Background: an optimization exercise with open tools, aiming at small area, a short achievable clock period and few clock cycles. Do not read the settings as production practice.
No run shown here included a check of the RTL's function; only the layout flow was run.
No activity file was given, so power comes from the tool's default toggle rates.

==> flow/design.v <==
module stupid_NN_layer1(
input clk,
input reset_n,
input waitrequest,
input ready,
input readdatavalid,
input [15:0] readdata,
output chipselect,
output [1:0] byteenable,
output reg done,
output reg read_n,
output reg write_n,
output reg [15:0] writedata,
output [31:0] address
);
localparam [16:0] WB  = 17'h0E249;      
localparam [7:0]  PBH = 8'h52;          
localparam [7:0]  PLH = 8'h83;          
localparam [9:0]  NB  = 10'h151;        
localparam [9:0]  NE  = 10'h151 + 10'd199;
assign chipselect = 1'b1;
assign byteenable = 2'b11;
reg st_boot, st_idle, st_p, st_w, st_wr, st_done;
reg rq, wq, dr;
reg [16:0] wa;         
reg [7:0]  ph;         
reg [9:0]  na;         
reg        ret;        
reg [2:0]  out;        
reg [3:0]  msk;        
reg [4:0]  p0, p1;     
reg [5:0]  term;
reg [13:0] acc;
reg [23:1] ad;         
wire acc_r = rq & ~waitrequest;
wire acc_w = wq & ~waitrequest;
wire rdv   = readdatavalid;
wire timer_end = wa[16] & wa[15] & wa[10] & wa[9] & wa[7] & wa[5];  
wire start = st_idle & ready;
wire node_end = (ph == PLH) & (wa[1:0] == 2'd0);
wire last_node = (na == NE);
wire n_p = start | (st_p & ~acc_r) | (st_w & acc_r & ~node_end) | (st_wr & acc_w & ~last_node);
wire n_w = (st_w & ~acc_r) | (st_p & acc_r);
wire n_wr = (st_wr & ~acc_w) | (st_w & acc_r & node_end);
wire n_done = (st_done & ready) | (st_wr & acc_w & last_node);
wire n_idle = (st_idle & ~ready) | (st_done & ~ready) | (st_boot & timer_end);
always @(posedge clk) begin
  if (!reset_n) begin
    st_boot <= 1'b1; st_idle <= 1'b0; st_p <= 1'b0; st_w <= 1'b0;
    st_wr <= 1'b0; st_done <= 1'b0; rq <= 1'b0; wq <= 1'b0; dr <= 1'b0;
  end else begin
    st_boot <= st_boot & ~timer_end;
    st_idle <= n_idle;
    st_p <= n_p; st_w <= n_w; st_wr <= n_wr; st_done <= n_done;
    rq <= (n_p | n_w) & ~(out[2] & out[1]);
    dr <= st_wr & (out == 3'd0);
    wq <= n_wr & dr;
  end
end
wire [16:0] wa_inc = wa + 17'd1;
wire [7:0]  ph_inc = ph + 8'd1;
wire [2:0] out_inc = out + 3'd1;
wire [2:0] out_dec = out - 3'd1;
always @(posedge clk) begin
  if (!reset_n) wa <= 17'd0;
  else if (st_idle) wa <= WB;
  else if (st_boot | (st_w & acc_r)) wa <= wa_inc;
  if (st_idle | (st_w & acc_r & node_end)) ph <= PBH;
  else if (st_w & acc_r & (wa[1:0] == 2'd3)) ph <= ph_inc;
  if (st_idle) na <= NB;
  else if (acc_w) na <= na + 10'd1;
  if (st_idle) ret <= 1'b0;
  else if (rdv) ret <= ~ret;
  if (st_boot | st_idle) out <= 3'd0;
  else if (acc_r & ~rdv) out <= out_inc;
  else if (rdv & ~acc_r) out <= out_dec;
end
always @(posedge clk) begin
  if (start | (st_wr & acc_w))      ad <= {13'h0050, PBH, 2'b01};
  else if (st_p & acc_r)            ad <= {6'h3C, wa};
  else if (st_w & acc_r & node_end) ad <= {13'h0026, na};
  else if (st_w & acc_r)            ad <= {13'h0050, (wa[1:0] == 2'd3) ? ph_inc : ph, wa_inc[1:0]};
end
always @(posedge clk) if (rdv & ~ret)
  msk <= {|readdata[15:12], |readdata[11:8], |readdata[7:4], |readdata[3:0]};
wire wv = rdv & ret;
wire [15:0] ml = readdata & {{4{wv & msk[3]}}, {4{wv & msk[2]}}, {4{wv & msk[1]}}, {4{wv & msk[0]}}};
always @(posedge clk) begin
  p0 <= {ml[3], ml[3:0]} + {ml[7], ml[7:4]};
  p1 <= {ml[11], ml[11:8]} + {ml[15], ml[15:12]};
  term <= {p0[4], p0} + {p1[4], p1};
  if (start | acc_w) acc <= 14'd0;
  else acc <= acc + {{8{term[5]}}, term};
end
always @(*) begin
  done = st_done;
  read_n = ~rq;
  write_n = ~wq;
  writedata = {{2{acc[13]}}, acc};
end
assign address = {8'd0, ad, 1'b0};
endmodule
==> flow/run.sh <==
#!/bin/bash
# synth_recipe.tcl (not shown) runs the flow's synth.tcl, then flattens the netlist and writes it again
# the make line also repeats each setting of config.mk as NAME=value (left out here)
make -C /OpenROAD-flow-scripts/flow DESIGN_CONFIG=/design/flow/config.mk WORK_HOME=/design/flow/orfs CLKGATE_MAP_FILE= SYNTH_SCRIPT=/design/flow/synth_recipe.tcl finish
==> flow/config.mk <==
export PLATFORM = sky130hd
export DESIGN_NAME = stupid_NN_layer1
export DESIGN_NICKNAME = stupid_NN_layer1
export VERILOG_FILES = /design/flow/design.v
export SDC_FILE = /design/flow/constraint.sdc
export NUM_CORES = 4
export LEC_CHECK = 0
export ABC_CLOCK_PERIOD_IN_PS = 2000
export CAP_MARGIN = 20
export CORE_MARGIN = 2
export CORE_UTILIZATION = 40
export SETUP_SLACK_MARGIN = 3.0
export SLEW_MARGIN = 20
==> flow/constraint.sdc <==
create_clock -name core_clock -period 5.0 [get_ports {clk}]
set_input_delay 1.0000 -clock core_clock [delete_from_list [all_inputs] [get_ports {clk}]]
set_output_delay 1.0000 -clock core_clock [all_outputs]
set_load 0.01 [all_outputs]
==> results.json, run 1 <==
{
  "post_route_cells_drive_above_1_share_pct": 19.8,
  "first_global_vias": 4131,
  "finalSetupTns_ns": 0,
  "dr.first_iter.drc_count": 251,
  "setup_repair_after_global_routing_missed_its_margin": "true",
  "die_w_um": 120,
  "layout_min_cycle_time_ns": 2.15,
  "cts_buffers": 9,
  "preCtsSetupSlack_ns": 1.93,
  "drt_first_pass_iters": 4,
  "fin_skew_ns": 0.00605,
  "syn2layout_area_growth_pct": 25.4,
  "dp.cells": 798,
  "most_frequent_cells_in_the_layout": "86 x sky130_fd_sc_hd__dfxtp_1, 50 x sky130_fd_sc_hd__nor2_1, 39 x sky130_fd_sc_hd__nand2_1, 30 x sky130_fd_sc_hd__xnor2_1, 26 x sky130_fd_sc_hd__a21oi_1",
  "maximum_clock_path_buffer_count": 2,
  "antenna-diode-count": 0,
  "dieHeight_um": 120,
  "synth_enable_flop_cells": 4,
  "syn_area_sq_um": 5380,
  "rows": 42,
  "relSlewSlack_pct": 65.3,
  "synth-async-reset-ratio_pct": 0,
  "cellInternalPower_uw": 1900,
  "synth_seq_area_share_pct": 38.0,
  "hold_depth": 1,
  "hold_viol": 0,
  "reg2reg_depth": 7,
  "flip_flop_cell_with_the_highest_count_after_synthesis": "sky130_fd_sc_hd__dfxtp_1",
  "ir_drop_mv": 0.214,
  "max_clock_freq_ghz": 0.465,
  "clockRootBuffer": "sky130_fd_sc_hd__clkbuf_16",
  "drc": 0,
  "power_density_nw_per_um2": 427,
  "netlist_top_cells_area": "sky130_fd_sc_hd__dfxtp_1 36%, sky130_fd_sc_hd__ha_1 7.4%, sky130_fd_sc_hd__xnor2_1 4.9%",
  "combinational_power_share_pct": 39.3,
  "layout.area.seq_sq_um": 2060,
  "drt-total-wl_um": 12300,
  "grt_use_total_pct": 17.6,
  "h_tree_level_count": 3,
  "crit_path_max_fanout": 6,
  "max-cap-violations": 0,
  "setup_viol_count_final": 0,
  "hold_path.class": "reg -> reg",
  "power_switching_uw": 982,
  "grt_max_degree": 27,
  "die_area_sq_um": 14400,
  "worst_r2r_startpoint": "acc[0]",
  "clkLatencyLatePin_ns": 0.35,
  "tritoncts": "done",
  "synthDistinctLibCells": 72,
  "required_ns": 5.24,
  "regToRegEndpoint": "acc[12]",
  "clk_transition_reported_paths_ns": 0.07,
  "switching_share_pct": 34.1,
  "cts_hold_buf": 0,
  "io-pin-count": 75,
  "setup.worst_path.end_class": "register",
  "area_taken_by_multi_input_logic_gates_sq_um": 3350,
  "num-nets-final": 714,
  "crit_type": "in -> reg",
  "ys_ff_latch": 100,
  "clock_sink_count": 100,
  "r2r_slack_ns": 3.02,
  "post_synth.cell_area_avg_sq_um": 9.16,
  "effective_utilization_at_floorplan_pct": 40.8,
  "hold-path-endpoint": "wq",
  "number_of_nets_with_antenna_violations_after_routing": 0,
  "critical_path.startpoint_type": "input pin",
  "yosys_warnings": 1,
  "layoutNonFillerInstCount": 837,
  "setup_slack_ns": 2.85,
  "finalCritPeriodShare_pct": 43.0,
  "syn-instance-count": 587,
  "standby_leakage_power_uw": 0.00284,
  "vias_per_cell": 5.11,
  "mostFrequentLayoutCell": "sky130_fd_sc_hd__dfxtp_1",
  "final_routed_wire_length_divided_by_cell_count_um": 14.7,
  "maxSlewViolCount": 0,
  "power.share.clock_pct": 24.4,
  "sequentialPowerShare_pct": 36.2,
  "hpwlAfterDp_um": 8870,
  "min_from": "dr",
  "io_buffers": 60,
  "synth_top_cell_by_area": "sky130_fd_sc_hd__dfxtp_1",
  "gp_congestion": 0.886,
  "detailroute.via_count": 4277,
  "outcome": "timing/DRC/antenna clean",
  "synth_top_area_share_pct": 35.7,
  "crit_arrival_ns": 2.39,
  "grt_pass1_wl_um": 20300,
  "global_route.overflow_total": 0,
  "fp.coreArea_sq_um": 13200,
  "grt_antenna_before_repair": 0,
  "fillCellCount": 1223,
  "max_slew.worst_pin.slew_ns": 0.519
}
[cells in the mapped netlist, types with 3 or more instances]
library cell / n
sky130_fd_sc_hd__or4_1: 5
sky130_fd_sc_hd__o21bai_1: 5
sky130_fd_sc_hd__buf_6: 4
sky130_fd_sc_hd__nand2_1: 46
sky130_fd_sc_hd__or3_1: 4
sky130_fd_sc_hd__o211ai_1: 3
sky130_fd_sc_hd__inv_1: 21
sky130_fd_sc_hd__o21ai_0: 20
sky130_fd_sc_hd__nor2_1: 50
sky130_fd_sc_hd__xnor2_1: 30
sky130_fd_sc_hd__nor2b_1: 8
sky130_fd_sc_hd__dfxtp_1: 96
sky130_fd_sc_hd__and4_1: 4
sky130_fd_sc_hd__o21a_1: 9
sky130_fd_sc_hd__nand3_1: 12
sky130_fd_sc_hd__mux2i_1: 6
sky130_fd_sc_hd__mux2_2: 3
sky130_fd_sc_hd__a21oi_1: 29
sky130_fd_sc_hd__buf_4: 20
sky130_fd_sc_hd__fa_1: 5
sky130_fd_sc_hd__and2_1: 16
sky130_fd_sc_hd__xor2_1: 24
sky130_fd_sc_hd__a21o_1: 9
sky130_fd_sc_hd__nor4_1: 4
sky130_fd_sc_hd__nand2b_1: 11
sky130_fd_sc_hd__ha_1: 32
sky130_fd_sc_hd__and3_1: 14
sky130_fd_sc_hd__clkbuf_1: 11
sky130_fd_sc_hd__edfxtp_1: 4
sky130_fd_sc_hd__a221oi_1: 9
sky130_fd_sc_hd__nand4_1: 9
sky130_fd_sc_hd__nor3_1: 11
[worst max-delay path, stage by stage]
cell and delay, ns:
sky130_fd_sc_hd__buf_8 0.08, sky130_fd_sc_hd__and3_4 0.19, sky130_fd_sc_hd__and2_4 0.15, sky130_fd_sc_hd__ha_4 0.13, sky130_fd_sc_hd__inv_2 0.03, sky130_fd_sc_hd__fa_2 0.33, sky130_fd_sc_hd__nor2b_1 0.16, sky130_fd_sc_hd__nor3_1 0.07
sky130_fd_sc_hd__mux2_4 0.25
[layout make-up]
type | count | share of cell area, %
sequential | 100 | 30.5
multi-input combinational | 439 | 49.6
inverter | 22 | 1.26
clock inverter | 5 | 0.501
tap | 176 | 3.26
clock buffer | 11 | 3.91
timing repair buffer | 84 | 10.9
[repair_timing]
item,4_1_cts,5_1_grt
setup endpoints to repair,121,51
buffers inserted,12,11
gates resized for setup,106,47
pin swaps,20,16
[state kept, by name, indices dropped and copies added, names as in the netlist, 3 cells and up]
name and cells:
p1 5, out 3, msk 4, wa 17, term 6, ad 18
ph 8, na 10, p0 5, acc 14
[power by group through the flow]
stage	registers, uW	clock network, uW	logic [uW]
after global routing	1060	747	1280
after CTS	1050	716	1060
final	1040	705	1130
after detailed placement	1060	0	1070
after global placement	1060	0	1050
after floorplan	1060	0	770
[worst max path at each step]
stage | from | end | slack, ns | depth (start not counted)
after floorplan | readdatavalid | p0[4] | 2.66 | 8
after global placement | readdatavalid | p0[4] | 1.99 | 9
after detailed placement | readdatavalid | p1[4] | 1.93 | 9
after CTS | readdata[10] | p1[4] | 2.85 | 6
after global routing | readdatavalid | p0[4] | 2.76 | 9
final | readdatavalid | p0[4] | 2.85 | 9
[metrics by stage]
step | total power (uW) | cell area (sq um) | hold WS (ns) | utilization [%]
global route | 3090 | 6750 | 0.461 | 51.1
finish | 2880 | 6750 | 0.444 | 51.1
global placement | 2110 | 6130 | 0.408 | 46.5
CTS | 2830 | 6560 | 0.459 | 49.7
floorplan | 1830 | 5590 | 0.406 | -
detailed placement | 2130 | 6130 | 0.420 | 46.5
[metal layers]
layer  routed length (um)  vias up  GRT usage (%)  part of all wire [%]
li1                     -     2185              -                     -
met1                 5820     1990           23.3                    47
met2                 5800       90           29.1                    47
met3                  507       12           2.38                   4.1
met4                  204        0           7.06                   1.7
met5                    0        -              0                     0
[cells by family after synthesis]
group	after synthesis	share of synthesized area, %
AOI/OAI and AO/OA	114	14.4
xor gates and xnor gates	54	8.79
adders and majority gates	37	9.30
buffers and inverters	60	6.35
DFF	100	38.0
muxes	10	2.02
other	2	0.140
and+or+nand+nor	210	21.0
==> run 2: changes to the inputs <==
==> flow/flow/run.sh (new file) <==
#!/bin/bash
set -e
export BUFFER_PORTS_ARGS="-buffer_cell sky130_fd_sc_hd__buf_2"
bash standard.sh > standard.log 2>&1
==> flow/standard.sh (new file) <==
#!/bin/bash
# synth_recipe.tcl (not shown) runs the flow's synth.tcl, then flattens the netlist and writes it again
# the make line also repeats each setting of config.mk as NAME=value (left out here)
make -C /OpenROAD-flow-scripts/flow DESIGN_CONFIG=/design/flow/config.mk WORK_HOME=/design/flow/orfs CLKGATE_MAP_FILE= SYNTH_SCRIPT=/design/flow/synth_recipe.tcl "${@:-finish}"
--- a/flow/config.mk
+++ b/flow/config.mk
@@ -11,2 +11,5 @@
 export CORE_UTILIZATION = 40
+export CTS_BUF_LIST = sky130_fd_sc_hd__clkbuf_4 sky130_fd_sc_hd__clkbuf_8
+export CTS_CLUSTER_DIAMETER = 100
+export CTS_CLUSTER_SIZE = 30
 export SETUP_SLACK_MARGIN = 3.0
removed: flow/run.sh
==> run 2 against run 1 <==
Global-route usage down 0.35 points; synthesized cell count unchanged; synthesized area unchanged; die area unchanged; routed wire length down 2.5%; fmax up 1.9%; combinational power about the same; still clean; highest routed layer unchanged; largest power group unchanged.
==> results.json, run 2 <==
{
  "clk_transition_reported_paths_ns": 0.10,
  "dr.first_iter.drc_count": 213,
  "most_frequent_cells_in_the_layout": "87 x sky130_fd_sc_hd__dfxtp_1, 57 x sky130_fd_sc_hd__buf_2, 50 x sky130_fd_sc_hd__nor2_1, 45 x sky130_fd_sc_hd__nand2_1, 30 x sky130_fd_sc_hd__xnor2_1",
  "crit_path_max_fanout": 6,
  "synth_top_area_share_pct": 35.7,
  "most_frequent_cells_after_synthesis": "96 x sky130_fd_sc_hd__dfxtp_1, 50 x sky130_fd_sc_hd__nor2_1, 46 x sky130_fd_sc_hd__nand2_1",
  "drt_first_pass_iters": 5,
  "r2r_slack_ns": 2.97,
  "grt_pass1_wl_um": 19800,
  "post_synth.cell_area_avg_sq_um": 9.16,
  "drc": 0,
  "synthDistinctLibCells": 72,
  "finalSetupTns_ns": 0,
  "timing.critical_path.slowest_cell_delay_ns": 0.36,
  "hold_path.class": "reg -> reg",
  "io-pin-count": 75,
  "reg_top3": "ad: 18 flops, wa: 17 flops, acc: 14 flops",
  "clkLatencyLatePin_ns": 0.39,
  "reg2reg_depth": 7,
  "clock_sink_count": 100,
  "global_route.overflow_total": 0,
  "crit_start": "readdatavalid",
  "cp-endpoint": "p1[4]",
  "antenna-diode-count": 0,
  "fin_skew_ns": 0.0109,
  "synth_top_cell_by_area": "sky130_fd_sc_hd__dfxtp_1",
  "number_of_nets_with_antenna_violations_after_routing": 0,
  "clockRootBuffer": "sky130_fd_sc_hd__clkbuf_8",
  "ys_ff_latch": 100,
  "max_clock_freq_ghz": 0.474,
  "rows": 42,
  "maximum_clock_path_buffer_count": 2,
  "cp_slowest_cell": "sky130_fd_sc_hd__fa_2",
  "yosys_warnings": 1,
  "hpwlAfterDp_um": 8810,
  "finish.utilization_pct": 48.0,
  "grt_use_total_pct": 17.3,
  "max-cap-violations": 0,
  "tritoncts": "done",
  "regMostFlops": "ad",
  "gp_congestion": 0.878,
  "crit_arrival_ns": 2.40,
  "critical_path.startpoint_type": "input pin",
  "crit_type": "in -> reg",
  "path_cells": "buf_8, and3_4, and2_4, ha_4, inv_2, fa_2, nor2b_2, nor3_2, mux2_4",
  "worst_r2r_startpoint": "term[5]",
  "h_tree_level_count": 3,
  "layoutNonFillerInstCount": 834,
  "dieHeight_um": 120,
  "required_ns": 5.29,
  "synth_seq_area_share_pct": 38.0,
  "fillCellCount": 1287,
  "netlist_top_cells_area": "sky130_fd_sc_hd__dfxtp_1 36%, sky130_fd_sc_hd__ha_1 7.4%, sky130_fd_sc_hd__xnor2_1 4.9%",
  "power_density_nw_per_um2": 429,
  "synth_most_common_cell": "sky130_fd_sc_hd__dfxtp_1",
  "ir_drop_mv": 0.197,
  "layout_min_cycle_time_ns": 2.11,
  "mostFrequentLayoutCell": "sky130_fd_sc_hd__dfxtp_1",
  "number_of_flip_flops_under_the_largest_register_name": 18,
  "cts_buffers": 9,
  "outcome": "timing/DRC/antenna clean",
  "hold_viol": 0,
  "dp.cells": 798,
  "synth-async-reset-ratio_pct": 0,
  "setup_repair_after_global_routing_missed_its_margin": "true",
  "setup_viol_count_final": 0,
  "fp.coreArea_sq_um": 13200,
  "setup.worst_path.end_class": "register",
  "maxSlewViolCount": 0,
  "die_w_um": 120,
  "effective_utilization_at_floorplan_pct": 40.8,
  "grt_antenna_before_repair": 0,
  "flip_flop_cell_with_the_highest_count_after_synthesis": "sky130_fd_sc_hd__dfxtp_1",
  "synth_enable_flop_cells": 4,
  "vias_per_cell": 5.12,
  "post_route_cells_drive_above_1_share_pct": 25.2,
  "regToRegEndpoint": "acc[12]",
  "syn2layout_area_growth_pct": 17.6,
  "io_buffers": 60,
  "syn-instance-count": 587,
  "syn_area_sq_um": 5380,
  "finalCritPeriodShare_pct": 42.2,
  "grt_max_degree": 27,
  "die_area_sq_um": 14400,
  "standby_leakage_power_uw": 0.00274,
  "drt-total-wl_um": 12000,
  "final_routed_wire_length_divided_by_cell_count_um": 14.4,
  "num-nets-final": 711,
  "first_global_vias": 4021,
  "detailroute.via_count": 4272
}
## run 2: cell counts after synthesis
No cell type changed its count.
## run 2: worst max-delay path: cells and delay by family
kind | cells | cell delay [ns]
muxes | 1 | 0.25
buffers and inverters | 2 | 0.12
and+or+nand+nor | 4 | 0.53
adders and majority gates | 2 | 0.49
## run 2: per-stage QoR
stage | total power [uW] | setup WS (ns) | area [sq um] | hold slack, ns
3_3_place_gp | 2030 | 2.45 | 5830 | 0.409
2_1_floorplan | 1830 | 2.66 | 5590 | 0.406
4_1_cts | 2640 | 2.95 | 6160 | 0.443
3_5_place_dp | 2050 | 2.41 | 5830 | 0.417
5_1_grt | 2920 | 2.84 | 6330 | 0.458
6_report | 2720 | 2.89 | 6330 | 0.440
## run 2: kinds of logic after synthesis
group | Yosys count | synth area share, %
AOI/OAI and AO/OA | 114 | 14.4
and+or+nand+nor | 210 | 21.0
DFF | 100 | 38.0
adders and majority gates | 37 | 9.30
muxes | 10 | 2.02
other | 2 | 0.140
buffers and inverters | 60 | 6.35
xor gates and xnor gates | 54 | 8.79
## run 2: worst min path at each step
stage	from	endpoint	slack, ns	depth (start not counted)
after CTS	dr	wq	0.44	1
after detailed placement	dr	wq	0.42	1
final	dr	wq	0.44	1
after global routing	dr	wq	0.46	1
after global placement	dr	wq	0.41	1
after floorplan	dr	wq	0.41	1
## run 2: area by class of cell
class / instances / area [sq um] / share of cell area, %
Clock buffer: 10 / 131 / 2.08
Multi-Input combinational cell: 439 / 3290 / 51.9
Tap cell: 176 / 220 / 3.48
Clock inverter: 6 / 62.6 / 0.989
Inverter: 22 / 85.1 / 1.34
Timing Repair Buffer: 81 / 484 / 7.65
Sequential cell: 100 / 2060 / 32.5
## run 2: repair_timing
item	4_1_cts	5_1_grt
hold buffers	0	0
resized for setup	17	23
setup endpoints to repair	24	31
buffers inserted	11	9
pin swaps	17	16
## run 2: report_power, final
group          total, uW  internal (uW)  switching, uW
Sequential          1040            947           97.5
Combinational       1140            568            571
Clock                531            237            294
Total               2720           1750            963
## run 2: metal layers
metal | wire [um] | share of wire (%) | vias to the layer above | track usage (%)
met4 | 238 | 2.0 | 0 | 7.50
li1 | - | - | 2164 | -
met5 | 0 | 0 | - | 0
met3 | 309 | 2.6 | 18 | 2.57
met2 | 5730 | 48 | 68 | 27.3
met1 | 5740 | 48 | 2022 | 23.5
==> run 3: changes to the inputs <==
==> flow/design.v (replaced) <==
module stupid_NN_layer1(
input clk,
input reset_n,
input waitrequest,
input ready,
input readdatavalid,
input [15:0] readdata,
output chipselect,
output [1:0] byteenable,
output reg done,
output reg read_n,
output reg write_n,
output reg [15:0] writedata,
output reg [31:0] address
);
localparam integer K  = 2;              
localparam integer KW = (K > 1) ? $clog2(K) : 1;
localparam integer RW = $clog2(K + 1);
localparam [16:0] WB  = 17'h0E249;      
localparam [16:0] STEP_K = 17'd196;                     
localparam [16:0] STEP_J = 17'd1 - 17'd196 * (K - 1);   
localparam [7:0]  PBH = 8'h52;          
localparam [7:0]  PLH = 8'h83;          
localparam [9:0]  NB  = 10'h151;        
localparam [9:0]  NE  = 10'h151 + 10'd199;
assign chipselect = 1'b1;
assign byteenable = 2'b11;
reg st_boot, st_idle, st_p, st_w, st_wr, st_done;
reg rq, wq, dr;
reg [16:0] wa;         
reg [7:0]  ph;         
reg [9:0]  na;         
reg [KW-1:0] kc;       
reg [RW-1:0] ret;      
reg [2:0]  out;        
reg [3:0]  msk;        
reg [15:0] ml;         
reg        mv, tv;     
reg signed [5:0]  term;
reg signed [13:0] acc [0:K-1];
wire acc_r = rq & ~waitrequest;
wire acc_w = wq & ~waitrequest;
wire rdv   = readdatavalid;
wire k_last = (kc == K-1);
wire timer_end = wa[16] & wa[15] & wa[10] & wa[9] & wa[7] & wa[5];  
wire start = st_idle & ready;
wire node_end = (ph == PLH) & (wa[1:0] == 2'd0);
wire last_node = (na == NE);
wire wlast = st_w & acc_r & k_last;
wire n_p = start | (st_p & ~acc_r) | (wlast & ~node_end) | (st_wr & acc_w & k_last & ~last_node);
wire n_w = (st_w & ~(acc_r & k_last)) | (st_p & acc_r);
wire n_wr = (st_wr & ~(acc_w & k_last)) | (wlast & node_end);
wire n_done = (st_done & ready) | (st_wr & acc_w & k_last & last_node);
wire n_idle = (st_idle & ~ready) | (st_done & ~ready) | (st_boot & timer_end);
always @(posedge clk) begin
  if (!reset_n) begin
    st_boot <= 1'b1; st_idle <= 1'b0; st_p <= 1'b0; st_w <= 1'b0;
    st_wr <= 1'b0; st_done <= 1'b0; rq <= 1'b0; wq <= 1'b0; dr <= 1'b0;
  end else begin
    st_boot <= st_boot & ~timer_end;
    st_idle <= n_idle;
    st_p <= n_p; st_w <= n_w; st_wr <= n_wr; st_done <= n_done;
    rq <= (n_p | n_w) & ~(out[2] & out[1]);
    dr <= st_wr & (out == 3'd0);
    wq <= n_wr & dr;
  end
end
wire [16:0] wstep = st_boot ? 17'd1 : ~k_last ? STEP_K : node_end ? 17'd1 : STEP_J;
always @(posedge clk) begin
  if (!reset_n) wa <= 17'd0;
  else if (st_idle) wa <= WB;
  else if (st_boot | (st_w & acc_r)) wa <= wa + wstep;
  if (st_idle | (wlast & node_end)) ph <= PBH;
  else if (wlast & (wa[1:0] == 2'd3)) ph <= ph + 8'd1;
  if (st_idle) na <= NB;
  else if (acc_w) na <= na + 10'd1;
  if (st_idle) kc <= 0;
  else if ((st_w & acc_r) | acc_w) kc <= k_last ? {KW{1'b0}} : kc + 1'b1;
  if (st_idle) ret <= 0;
  else if (rdv) ret <= (ret == K) ? {RW{1'b0}} : ret + 1'b1;
  if (st_boot | st_idle) out <= 3'd0;
  else out <= out + {2'b0, acc_r} - {2'b0, rdv};
end
always @(posedge clk) if (rdv && ret == 0)
  msk <= {|readdata[15:12], |readdata[11:8], |readdata[7:4], |readdata[3:0]};
wire wv = rdv & (ret != 0);
always @(posedge clk) begin
  ml <= readdata & {{4{msk[3]}}, {4{msk[2]}}, {4{msk[1]}}, {4{msk[0]}}};
  mv <= wv;
  tv <= mv;
  term <= ($signed(ml[3:0]) + $signed(ml[7:4])) + ($signed(ml[11:8]) + $signed(ml[15:12]));
end
wire signed [13:0] tail = tv ? acc[0] + {{8{term[5]}}, term} : 14'sd0;
integer i;
always @(posedge clk) if (tv | acc_w | st_boot) begin
  for (i = 0; i < K-1; i = i + 1) acc[i] <= acc[i+1];
  acc[K-1] <= tail;
end
always @(*) begin
  done = st_done;
  read_n = ~rq;
  write_n = ~wq;
  writedata = {{2{acc[0][13]}}, acc[0]};
  address = 32'd0;
  if (st_w)      address[23:1] = {6'h3C, wa};
  else if (st_p) address[23:1] = {13'h0050, ph, wa[1:0]};
  else           address[23:1] = {13'h0026, na};
end
endmodule
==> flow/run.sh (new file) <==
#!/bin/bash
# synth_recipe.tcl (not shown) runs the flow's synth.tcl, then flattens the netlist and writes it again
# the make line also repeats each setting of config.mk as NAME=value (left out here)
make -C /OpenROAD-flow-scripts/flow DESIGN_CONFIG=/design/flow/config.mk WORK_HOME=/design/flow/orfs CLKGATE_MAP_FILE= SYNTH_SCRIPT=/design/flow/synth_recipe.tcl finish
--- a/flow/config.mk
+++ b/flow/config.mk
@@ -11,5 +11,2 @@
 export CORE_UTILIZATION = 40
-export CTS_BUF_LIST = sky130_fd_sc_hd__clkbuf_4 sky130_fd_sc_hd__clkbuf_8
-export CTS_CLUSTER_DIAMETER = 100
-export CTS_CLUSTER_SIZE = 30
 export SETUP_SLACK_MARGIN = 3.0
removed: flow/flow/run.sh
removed: flow/standard.sh
==> run 3 against run 2 <==
Sequential power up 11%; fmax down 19%; power increased by 4.4%; combinational power is 18% lower; clock power up 42%; critical path type is now reg -> reg; global-route usage is 1.9 points higher; still clean on timing, DRC and antenna; first-iteration DRC count up 50%; sequential cell count increased by 6; core utilization up 7.9 points.
==> results.json, run 3 <==
{
  "synth_top_cell_by_area": "sky130_fd_sc_hd__dfxtp_1",
  "synth_most_common_cell": "sky130_fd_sc_hd__dfxtp_1",
  "gp_congestion": 0.864,
  "synthDistinctLibCells": 61,
  "synth-async-reset-ratio_pct": 0,
  "number_of_flip_flops_under_the_largest_register_name": 28,
  "required_ns": 5.24,
  "die_w_um": 124,
  "crit_arrival_ns": 2.85,
  "clockRootBuffer": "sky130_fd_sc_hd__clkbuf_16",
  "rows": 43,
  "synth_mux_area_share_pct": 3.54,
  "finalPower_uw": 2840,
  "groute.layer.met3.usage_pct": 3.53,
  "drt-total-wl_um": 14500,
  "hold_viol": 0,
  "gr-usage-met2_pct": 33.8,
  "flip_flop_cell_with_the_highest_count_after_synthesis": "sky130_fd_sc_hd__dfxtp_1",
  "drt_first_pass_iters": 5,
  "finalSetupTns_ns": 0,
  "fin_skew_ns": 0.00696,
  "ir_drop_mv": 0.173,
  "synth_seq_area_share_pct": 42.7,
  "crit_type": "reg -> reg",
  "most_frequent_cells_in_the_layout": "57 x sky130_fd_sc_hd__dfxtp_1, 51 x sky130_fd_sc_hd__nand2_1, 47 x sky130_fd_sc_hd__buf_4, 45 x sky130_fd_sc_hd__nor2_1, 34 x sky130_fd_sc_hd__buf_6",
  "setup_viol_count_final": 0,
  "dieHeight_um": 124,
  "vias_per_cell": 5.24,
  "setup.worst_path.end_class": "register",
  "h_tree_level_count": 3,
  "ys_ff_latch": 106,
  "io-pin-count": 75,
  "grt_max_degree": 29,
  "grt_use_total_pct": 19.2,
  "worst_r2r_startpoint": "ph[0]",
  "max-cap-violations": 0,
  "crit_start": "ph[0]",
  "netlist_top_cells_area": "sky130_fd_sc_hd__dfxtp_1 26%, sky130_fd_sc_hd__edfxtp_1 17%, sky130_fd_sc_hd__ha_1 6.6%",
  "antenna-diode-count": 0,
  "effective_utilization_at_floorplan_pct": 41.1,
  "finalHoldWorstSlack_ns": 0.330,
  "drc": 0,
  "tritoncts": "done",
  "yosys_warnings": 2,
  "mostFrequentLayoutCell": "sky130_fd_sc_hd__dfxtp_1",
  "syn-instance-count": 603,
  "clock_sink_count": 106,
  "maxSlewViolCount": 0,
  "gr-max-usage-layer": "met2",
  "io_buffers": 60,
  "critical_path.startpoint_type": "register",
  "outcome": "timing/DRC/antenna clean",
  "min_from": "mv",
  "grt_pass1_wl_um": 22600,
  "finalCritPeriodShare_pct": 52.1,
  "grt_antenna_before_repair": 0,
  "clkLatencyLatePin_ns": 0.35,
  "die_area_sq_um": 15300,
  "synth_xor_xnor_area_share_pct": 6.27,
  "dr.first_iter.drc_count": 320,
  "max_clock_freq_ghz": 0.384,
  "final_routed_wire_length_divided_by_cell_count_um": 16.1,
  "fp.coreArea_sq_um": 13900,
  "standby_leakage_power_uw": 0.00323,
  "globalRouteMet1Util_pct": 23.9,
  "regMostFlops": "acc",
  "first_global_vias": 4675,
  "maximum_clock_path_buffer_count": 2,
  "synth_enable_flop_cells": 32,
  "crit_path_max_fanout": 5,
  "detailroute.via_count": 4739,
  "relSlewSlack_pct": 54.1,
  "syn_area_sq_um": 5730,
  "layout_min_cycle_time_ns": 2.61,
  "number_of_nets_with_antenna_violations_after_routing": 0,
  "setup_repair_after_global_routing_missed_its_margin": "true",
  "hold_path.class": "reg -> reg",
  "syn2layout_area_growth_pct": 36.0,
  "reg_top3": "acc: 28 flops, wa: 17 flops, ml: 16 flops",
  "synth_top_family_by_area": "simple AND/OR/NAND/NOR gates",
  "power_density_nw_per_um2": 364,
  "synth_top_area_share_pct": 25.9,
  "hpwlAfterDp_um": 9370,
  "synth_adder_area_share_pct": 10.4,
  "cts_buffers": 9,
  "post_synth.cell_area_avg_sq_um": 9.50,
  "most_frequent_cells_after_synthesis": "74 x sky130_fd_sc_hd__dfxtp_1, 54 x sky130_fd_sc_hd__nand2_1, 51 x sky130_fd_sc_hd__nor2_1",
  "post_route_cells_drive_above_1_share_pct": 32.6,
  "num-nets-final": 782,
  "synth-simple-area-share_pct": 19.7,
  "clk_transition_reported_paths_ns": 0.07,
  "max_slew.worst_pin.slew_ns": 0.688,
  "synth_compound_area_share_pct": 10.9,
  "global_route.overflow_total": 0
}
-- run 3: area by class of cell --
type / instances / area, sq um
well taps: 180 / 225
repair buffers: 138 / 1250
inverters: 28 / 113
multi-input cells: 437 / 3410
clock inverters: 6 / 78.8
flip-flops and latches: 106 / 2470
fillers: 1189 / 6150
clock buffers: 10 / 239
-- run 3: critical path, stage by stage (launching register included) --
cell and delay, ns:
sky130_fd_sc_hd__dfxtp_4 0.36, sky130_fd_sc_hd__ha_4 0.16, sky130_fd_sc_hd__nor4bb_4 0.15, sky130_fd_sc_hd__and3_4 0.20, sky130_fd_sc_hd__a21oi_4 0.18, sky130_fd_sc_hd__ha_4 0.24, sky130_fd_sc_hd__a31oi_4 0.23, sky130_fd_sc_hd__a211oi_2 0.10
sky130_fd_sc_hd__mux2i_1 0.19, sky130_fd_sc_hd__nand2_1 0.14, sky130_fd_sc_hd__or3_1 0.32, sky130_fd_sc_hd__a31oi_1 0.14, sky130_fd_sc_hd__a211oi_1 0.09
-- run 3: routing by layer --
layer	up-vias	wire (um)
met3	25	626
met1	2260	6330
met2	148	7320
met5	-	0
met4	0	265
li1	2306	-
-- run 3: worst paths after layout --
path	slack, ns	end	cells after the start
setup / recovery	2.39	wa[9]	12
hold / removal	0.33	tv	0
setup reg to reg	2.39	wa[9]	12
hold reg to reg	0.33	tv	0
-- run 3: where the power goes --
group,internal (uW),total (uW),switching (uW)
Sequential,1050,1150,95.7
Clock,414,752,338
Combinational,489,938,449
Total,1950,2840,883
-- run 3: logic make-up (layout without fill, tap and decap cells) --
group	after synthesis	in the layout
AO/OA/AOI/OAI	98	99
XOR/XNOR	41	41
adder cells (fa/ha/maj)	41	41
buffers and inverters	73	182
flip-flops	106	106
multiplexers	20	20
other	2	14
AND/OR/NAND/NOR	222	222
-- run 3: stage by stage --
step	setup slack, ns	utilization (%)	instance area, sq um	instances
after global routing	2.23	55.9	7790	905
after CTS	2.42	53.7	7480	883
final	2.39	55.9	7790	905
after detailed placement	1.48	46.7	6500	811
after global placement	1.52	46.7	6500	811
after floorplan	2.39	-	5950	615
-- run 3: repair_timing --
| action | in CTS | in global routing |
|---|---|---|
| resized for setup | 239 | 59 |
| pin swaps | 29 | 29 |
| cloned | 2 | 1 |
| endpoints found under the setup margin | 125 | 71 |
| buffers inserted | 54 | 21 |
| hold buffers | 0 | 0 |
==> run 4: changes to the inputs <==
--- a/flow/design.v
+++ b/flow/design.v
@@ -15,3 +15,3 @@
 );
-localparam integer K  = 2;              
+localparam integer K  = 4;              
 localparam integer KW = (K > 1) ? $clog2(K) : 1;
==> run 4 against run 3 <==
Synthesized area increased by 15%; non-clock buffer count decreased by 3; core utilization increased by 0.86 points; clock skew increased by 0.0062 ns; power increased by 38%; still clean; sequential cell count increased by 30; clock-buffer cell count increased by 8; largest power group unchanged; critical path depth unchanged; cell area increased by 17%; routed wire length increased by 4.4%; via count increased by 3.0%.
==> results.json, run 4 <==
{
  "grt_use_total_pct": 17.3,
  "clock_sink_count": 136,
  "gp_congestion": 0.855,
  "die_w_um": 132,
  "max_clock_freq_ghz": 0.298,
  "dieHeight_um": 132,
  "ys_ff_latch": 136,
  "synth_most_common_cell": "sky130_fd_sc_hd__dfxtp_1",
  "finalPower_uw": 3900,
  "grt_antenna_before_repair": 0,
  "drt-total-wl_um": 15200,
  "crit_path_max_fanout": 3,
  "num-nets-final": 799,
  "synth-async-reset-ratio_pct": 0,
  "regMostFlops": "acc",
  "hold_viol": 0,
  "critical_path.startpoint_type": "register",
  "maxSlewViolCount": 0,
  "required_ns": 5.31,
  "max-cap-violations": 0,
  "crit_type": "reg -> reg",
  "synthDistinctLibCells": 59,
  "setup_viol_count_final": 0,
  "antenna-diode-count": 0,
  "relSlewSlack_pct": 55.4,
  "first_global_vias": 4857,
  "fp.coreArea_sq_um": 16000,
  "setup_repair_after_global_routing_missed_its_margin": "true",
  "mostFrequentLayoutCell": "sky130_fd_sc_hd__dfxtp_1",
  "number_of_nets_with_antenna_violations_after_routing": 0,
  "maximum_clock_path_buffer_count": 2,
  "timing.critical_path.slowest_cell_delay_ns": 0.54,
  "most_frequent_cells_after_synthesis": "76 x sky130_fd_sc_hd__dfxtp_1, 60 x sky130_fd_sc_hd__edfxtp_1, 44 x sky130_fd_sc_hd__nor2_1",
  "post_route_cells_drive_above_1_share_pct": 35.9,
  "syn2layout_area_growth_pct": 38.0,
  "io-pin-count": 75,
  "post_synth.cell_area_avg_sq_um": 10.9,
  "die_area_sq_um": 17500,
  "final_routed_wire_length_divided_by_cell_count_um": 15.8,
  "cts_hold_buf": 0,
  "finalCritPeriodShare_pct": 67.1,
  "cts_buffers": 17,
  "synth_seq_area_share_pct": 50.5,
  "tritoncts": "done",
  "crit_arrival_ns": 3.67,
  "post-route-cell-area_sq_um": 9080,
  "crit_top_cell": "sky130_fd_sc_hd__a31o_4",
  "path_cells": "or4_4, nor3_4, a21oi_2, ha_4, a31o_4, a31o_4, a22o_4, o31a_1, or3_4, o22ai_2, xor2_1, o21a_1",
  "clkLatencyLatePin_ns": 0.42,
  "synth_enable_flop_cells": 60,
  "syn-instance-count": 606,
  "detailroute.via_count": 4881,
  "grt_max_degree": 40,
  "netlist_top_cells_area": "sky130_fd_sc_hd__edfxtp_1 27%, sky130_fd_sc_hd__dfxtp_1 23%, sky130_fd_sc_hd__ha_1 6.5%",
  "grt_pass1_wl_um": 24100,
  "flip_flop_cell_with_the_highest_count_after_synthesis": "sky130_fd_sc_hd__dfxtp_1",
  "hpwlAfterDp_um": 9160,
  "reg_top3": "acc: 56 flops, wa: 17 flops, ml: 16 flops",
  "yosys_warnings": 2,
  "drt_first_pass_iters": 4,
  "r2r_slack_ns": 1.65,
  "effective_utilization_at_floorplan_pct": 41.1,
  "global_route.overflow_total": 0,
  "standby_leakage_power_uw": 0.00385,
  "number_of_flip_flops_under_the_largest_register_name": 56,
  "outcome": "timing/DRC/antenna clean",
  "rows": 46,
  "finalHoldWorstSlack_ns": 0.330,
  "max_slew.worst_pin.slew_ns": 0.668,
  "clockRootBuffer": "sky130_fd_sc_hd__clkbuf_16",
  "drc": 0,
  "setup_slack_ns": 1.65,
  "dr.first_iter.drc_count": 299,
  "most_frequent_cells_in_the_layout": "65 x sky130_fd_sc_hd__dfxtp_1, 60 x sky130_fd_sc_hd__edfxtp_1, 43 x sky130_fd_sc_hd__buf_4, 39 x sky130_fd_sc_hd__nand2_1, 38 x sky130_fd_sc_hd__buf_6",
  "syn_area_sq_um": 6580,
  "power_density_nw_per_um2": 430,
  "synth_top_cell_by_area": "sky130_fd_sc_hd__edfxtp_1",
  "fin_skew_ns": 0.0132,
  "vias_per_cell": 5.07,
  "h_tree_level_count": 4,
  "setup.worst_path.end_class": "register",
  "finalSetupTns_ns": 0,
  "hold_path.class": "reg -> reg",
  "placement.cell_area_sq_um": 7400,
  "layout_min_cycle_time_ns": 3.35,
  "synth_top_area_share_pct": 27.4,
  "io_buffers": 60,
  "ir_drop_mv": 0.282,
  "clk_transition_reported_paths_ns": 0.06,
  "cp_slowest_cell": "sky130_fd_sc_hd__or4_4",
  "preCtsSetupSlack_ns": 1.30
}
==> run 4: metal layers <==
metal | global-route usage, % | share of wire (%) | vias to the layer above
met5 | 0 | 0 | -
met4 | 7.53 | 2.5 | 0
met3 | 4.88 | 4.2 | 31
met2 | 28.1 | 49 | 127
met1 | 21.7 | 45 | 2366
li1 | - | - | 2357
==> run 4: stage by stage <==
| step | util, % | instances |
|---|---|---|
| global placement | 46.3 | 858 |
| global route | 56.7 | 962 |
| floorplan | - | 618 |
| detailed placement | 46.3 | 858 |
| CTS | 53.5 | 934 |
| finish | 56.7 | 962 |
==> run 4: cell families (layout without fill, tap and decap cells) <==
kind of cell	after synthesis	count (layout)	synth area share, %
AO/OA/AOI/OAI	107	107	10.9
adder cells (fa/ha/maj)	47	47	10.1
flip-flops	136	136	50.5
XOR/XNOR	39	39	5.19
buffers and inverters	69	197	5.40
AND/OR/NAND/NOR	190	190	15.2
other	2	14	0.114
multiplexers	16	16	2.49
==> run 4: what timing repair did <==
item,in CTS,in global routing
gates cloned,0,1
endpoints found under the setup margin,148,114
gates resized for setup,263,64
pin swaps,48,46
buffers inserted,44,27
hold endpoints to repair,0,0
==> run 4: worst paths after layout <==
kind         startpoint  endpoint  cells after the start
min                  mv        tv                      0
min reg2reg          mv        tv                      0
max reg2reg       wa[0]    wa[13]                     12
max               wa[0]    wa[13]                     12
==> run 4: final cells by class <==
cell class	instances	area, sq um
clock inverter	14	195
tap	216	270
sequential	136	3340
multi-input combinational	413	3540
timing repair buffer	135	1190
fill	1344	6920
clock buffer	18	429
inverter	30	118
==> run 4: worst max-delay path: cells and delay by family (launching register included) <==
family / cells / cell delay, ns
simple gates: 3 / 1.06
xor+xnor: 1 / 0.08
fa+ha+maj: 1 / 0.28
compound gates: 7 / 1.50
flops: 1 / 0.32
==> run 4: where the power goes <==
part / switching, uW / total [uW] / internal (uW)
logic: 485 / 1020 / 536
clock network: 487 / 1330 / 838
registers: 122 / 1550 / 1430
total: 1090 / 3900 / 2810

[what the ideal ports hide]
Ports are ideal in the flow. The routed layouts listed here were re-timed in OpenROAD.
Step 1, drivers: a clkbuf_16 drives clk and a buf_2 each remaining input, both assumed.
Step 2 also shifts input and output timing later by t, the mid clock arrival at the registers, as if the neighbouring blocks saw the same clock.
a / b / c = ideal / step 1 / step 2; a / b = the first two.
| run | shift t [ns] | setup slack, ns | worst setup path after step 2 | slew at the worst register clock pin (ns) |
|---|---|---|---|---|
| run 1 | 0.385 | 2.849 / 2.832 / 2.447 | input to register | 0.07 / 0.07 |
| run 2 | 0.418 | 2.890 / 2.868 / 2.450 | input to register | 0.10 / 0.10 |
| run 3 | 0.386 | 2.393 / 2.393 / 2.393 | register to register | 0.07 / 0.07 |
| run 4 | 0.460 | 1.647 / 1.647 / 1.647 | register to register | 0.06 / 0.06 |
After both steps every run listed still meets setup and hold. For run 2, which loses most, drivers alone change the setup slack by -0.022 ns; drivers and shift together by -0.440 ns.
